This is an optimization exercise on Yosys and OpenROAD, whose aim is small area, not a production implementation. In this exercise RTL edits were held to simulation tests only and were not proved equivalent to the original. Power is estimated from default activity; no workload was simulated.

== JK ==
==> flow/design.v (excerpt) <==
module  pcie_app_7x#(
   parameter C_DATA_WIDTH = 128,             
   parameter KEEP_WIDTH = C_DATA_WIDTH / 8  ,              
   parameter REM_WIDTH  = (C_DATA_WIDTH == 128) ? 2 : 1  
)(
  input                         user_clk,
  input                         user_reset,
  input                         user_lnk_up, 
  input  [5:0]                  tx_buf_av,
  input                         tx_cfg_req,
  input                         tx_err_drop,
  output                        tx_cfg_gnt,
  input                         s_axis_tx_tready,
  output  [C_DATA_WIDTH-1:0]    s_axis_tx_tdata,
  output  [KEEP_WIDTH-1:0]      s_axis_tx_tkeep,
  output  [3:0]                 s_axis_tx_tuser,
  output                        s_axis_tx_tlast,
  output                        s_axis_tx_tvalid, 
  output                        rx_np_ok,
  output                        rx_np_req,
  input  [C_DATA_WIDTH-1:0]     m_axis_rx_tdata,
  input  [KEEP_WIDTH-1:0]       m_axis_rx_tkeep,
  input                         m_axis_rx_tlast,
  input                         m_axis_rx_tvalid,
  output                        m_axis_rx_tready,
  input    [21:0]               m_axis_rx_tuser,
  input  [11:0]                 fc_cpld,
  input  [7:0]                  fc_cplh,
  input  [11:0]                 fc_npd,
  input  [7:0]                  fc_nph,
  input  [11:0]                 fc_pd,
  input  [7:0]                  fc_ph,
  output [2:0]                  fc_sel,  
  input  [31:0]                 cfg_do,
  input                         cfg_rd_wr_done,
  output [31:0]                 cfg_di,
  output [3:0]                  cfg_byte_en,
  output [9:0]                  cfg_dwaddr,
  output                        cfg_wr_en,
  ...
Size: about 6600 cells after synthesis, about 780 I/O pins.
Settings: LEC_CHECK=0, CAP_MARGIN=40, CORE_MARGIN=2, CORE_UTILIZATION=58, SLEW_MARGIN=40; clock period 10.0 ns.
standard.sh (not shown) runs the stock make flow with config.mk's settings and CLKGATE_MAP_FILE= SYNTH_SCRIPT=/design/flow/synth_recipe.tcl, a recipe that flattens the netlist after the stock synthesis.
==> flow/flow/run.sh <==
#!/bin/bash
# The standard layout (standard.sh) with these changes:
#  - synthesis: synth_recipe.tcl unchanged, but ABC maps with an area script
#    (flow/abc_area.script) instead of ORFS's delay script;
#  - input/output port buffers use the smallest buffer (buf_1); the resizer
#    still upsizes any that need it;
#  - clock tree synthesis without dummy loads, with larger sink clusters
#    driven by clkbuf_8;
#  - constant outputs keep the tie cells of synthesis (no per-load tie copies).
# Each step's full output goes to a log file in this folder; ORFS also keeps
# its per-step logs under orfs/logs.
set -euo pipefail
here=$(pwd)
export AREA_ABC_SCRIPT="$here/flow/abc_area.script"
export FLOW_SYNTH_TCL="$here/synth_recipe.tcl"
export BUFFER_PORTS_ARGS="-buffer_cell sky130_fd_sc_hd__buf_1"
export SKIP_REPAIR_TIE_FANOUT=1
export CTS_ARGS="-sink_clustering_enable -sink_clustering_size 14 -sink_clustering_max_diameter 60 -sink_clustering_buffer sky130_fd_sc_hd__clkbuf_8 -repair_clock_nets -dont_use_dummy_load -buf_list {sky130_fd_sc_hd__clkbuf_4 sky130_fd_sc_hd__clkbuf_8}"
# standard.sh with only the synthesis script swapped
sed "s#'\?SYNTH_SCRIPT=[^ ]*#SYNTH_SCRIPT=$here/flow/synth_area.tcl#" standard.sh > area_standard.sh
grep -q "SYNTH_SCRIPT=$here/flow/synth_area.tcl" area_standard.sh
bash area_standard.sh synth > synth_step.log 2>&1
bash area_standard.sh > layout_steps.log 2>&1
==> flow/flow/abc_area.script <==
strash
dc2
dch -f
map -a
mfs2
strash
dc2
dch -f
map -a
mfs2
strash
dch -f
map -a
topo
dnsize
==> flow/flow/synth_area.tcl <==
proc abc {args} {
  set i [lsearch -exact $args -script]
  if {$i >= 0} {
    lset args [expr {$i + 1}] $::env(AREA_ABC_SCRIPT)
  }
  yosys abc {*}$args
}
source $::env(FLOW_SYNTH_TCL)
#### Input delta (MS over JK)
Settings: changing CORE_UTILIZATION from 58 to 50.
[summary]
- Having completed the whole flow, MS delivered a layout that passed the timing, design-rule and antenna checks.
- Looking only at data-path buffer share of cell area in the final layout, and setting everything else aside, the lower value of MS and JK goes to MS.
- Summary: with JK as the reference, clock-buffer cell count in MS moved up by a little under 10%.
- Going from JK to MS, the total global-route track usage was found to have gone down by 5.6 points.
- From MS to JK, cell count after synthesis did not move at all.
- MS ends up with higher post-route worst hold slack than JK does.
- In terms of number of buffers inserted to repair setup after CTS, MS and JK differ only marginally.
- Per the comparison of MS with JK, clock slew seen by the registers of the worst setup and hold paths shows no meaningful change, total number of cells along the worst setup path shows an increase of 3, power shows an increase of 1.5%, routed wire length shows an increase of 9.6 mm.
- For the final design instance area without fill, MS came in 0.38% higher than JK did.
--- input diff MS..AL ---
-- flow/flow/run.sh --
<<< MS, line 16
export BUFFER_PORTS_ARGS="-buffer_cell sky130_fd_sc_hd__buf_1"
export SKIP_REPAIR_TIE_FANOUT=1
export CTS_ARGS="-sink_clustering_enable -sink_clustering_size 14 -sink_clustering_max_diameter 60 -sink_clustering_buffer sky130_fd_sc_hd__clkbuf_8 -repair_clock_nets -dont_use_dummy_load -buf_list {sky130_fd_sc_hd__clkbuf_4 sky130_fd_sc_hd__clkbuf_8}"
# standard.sh with only the synthesis script swapped
sed "s#'\?SYNTH_SCRIPT=[^ ]*#SYNTH_SCRIPT=$here/flow/synth_area.tcl#" standard.sh > area_standard.sh
>>> AL, line 16
export BUFFER_PORTS_ARGS="-buffer_cell sky130_fd_sc_hd__buf_1"
export SKIP_REPAIR_TIE_FANOUT=1
export CTS_ARGS="-sink_clustering_enable -sink_clustering_size 14 -sink_clustering_max_diameter 80 -sink_clustering_buffer sky130_fd_sc_hd__clkbuf_8 -repair_clock_nets -dont_use_dummy_load -buf_list {sky130_fd_sc_hd__clkbuf_4 sky130_fd_sc_hd__clkbuf_8}"
# standard.sh with only the synthesis script swapped
sed "s#'\?SYNTH_SCRIPT=[^ ]*#SYNTH_SCRIPT=$here/flow/synth_area.tcl#" standard.sh > area_standard.sh
Findings:
AL ended with less static leakage power than MS.
For global-route usage, AL and MS come out practically identical.
Worst-case headroom to the max-slew limit: AL > MS
Diff MS and AL: fmax higher in MS
AL | stages: all done | timing, DRC, antenna: all pass
No stage failed in MS, and the final checks on the layout all came back clean.
Delta (AL minus MS): number of buffers and inverters on the critical path went down 2, worst setup slack went down 0.056 ns.
The following lists how TR was set up differently from AL:
Settings: CAP_MARGIN changed from 40 to 30; SLEW_MARGIN changed from 40 to 30.
-- flow/flow/run.sh --
<<< AL, line 16
export BUFFER_PORTS_ARGS="-buffer_cell sky130_fd_sc_hd__buf_1"
export SKIP_REPAIR_TIE_FANOUT=1
export CTS_ARGS="-sink_clustering_enable -sink_clustering_size 14 -sink_clustering_max_diameter 80 -sink_clustering_buffer sky130_fd_sc_hd__clkbuf_8 -repair_clock_nets -dont_use_dummy_load -buf_list {sky130_fd_sc_hd__clkbuf_4 sky130_fd_sc_hd__clkbuf_8}"
# standard.sh with only the synthesis script swapped
sed "s#'\?SYNTH_SCRIPT=[^ ]*#SYNTH_SCRIPT=$here/flow/synth_area.tcl#" standard.sh > area_standard.sh
>>> TR, line 16
export BUFFER_PORTS_ARGS="-buffer_cell sky130_fd_sc_hd__buf_1"
export SKIP_REPAIR_TIE_FANOUT=1
export CTS_ARGS="-sink_clustering_enable -sink_clustering_size 14 -sink_clustering_max_diameter 70 -sink_clustering_buffer sky130_fd_sc_hd__clkbuf_8 -repair_clock_nets -dont_use_dummy_load -buf_list {sky130_fd_sc_hd__clkbuf_4 sky130_fd_sc_hd__clkbuf_8}"
# standard.sh with only the synthesis script swapped
sed "s#'\?SYNTH_SCRIPT=[^ ]*#SYNTH_SCRIPT=$here/flow/synth_area.tcl#" standard.sh > area_standard.sh
Results
- TR has completed all stages; timing, DRC and antenna checks passed.
- Re number of buffers added by the clock tree synthesis step: AL and TR aren't equal, and the higher value belongs to TR.
- On relative contribution of combinational cells to total power, TR tracks AL almost exactly.
- On sequential share of layout area, TR tracks AL almost exactly.

afterwards: timing with drivers on the ports:
The flow's constraints put no driver on any port. The routed layouts listed below were extracted and timed again, unchanged, in two steps.
Step 1 (the two cells are an assumption about what drives the block):
set clk [get_ports {user_clk}]
set_driving_cell -lib_cell sky130_fd_sc_hd__clkbuf_16 $clk
set_driving_cell -lib_cell sky130_fd_sc_hd__buf_2 [delete_from_list [all_inputs] $clk]
Step 2, shift: input delay + t, output delay - t, t = (earliest + latest rising clock arrival at the registers) / 2. This alone moves slack from input paths to output paths.
a / b / c = ideal ports / drivers / drivers and shift; a / b = the first two.
| run | t (ns) | setup WS [ns] | worst hold slack (ns) | worst setup path at the end | worst data-port slew with drivers (ns) |
|---|---|---|---|---|---|
| JK | 0.893 | 1.363 / 1.421 / 0.528 | 0.319 / 0.319 / 0.319 | input to register | 0.10 |
| MS | 0.916 | 1.721 / 1.781 / 0.865 | 0.431 / 0.431 / 0.431 | input to register | 0.12 |
| AL | 0.870 | 1.665 / 1.729 / 0.859 | 0.429 / 0.429 / 0.429 | input to register | 0.12 |
| TR | 0.877 | 1.747 / 1.808 / 0.931 | 0.435 / 0.435 / 0.435 | input to register | 0.12 |
After both steps every run listed still meets setup and hold. The setup slack of MS, which loses most, moves by +0.060 ns with the drivers and by -0.856 ns with both steps.
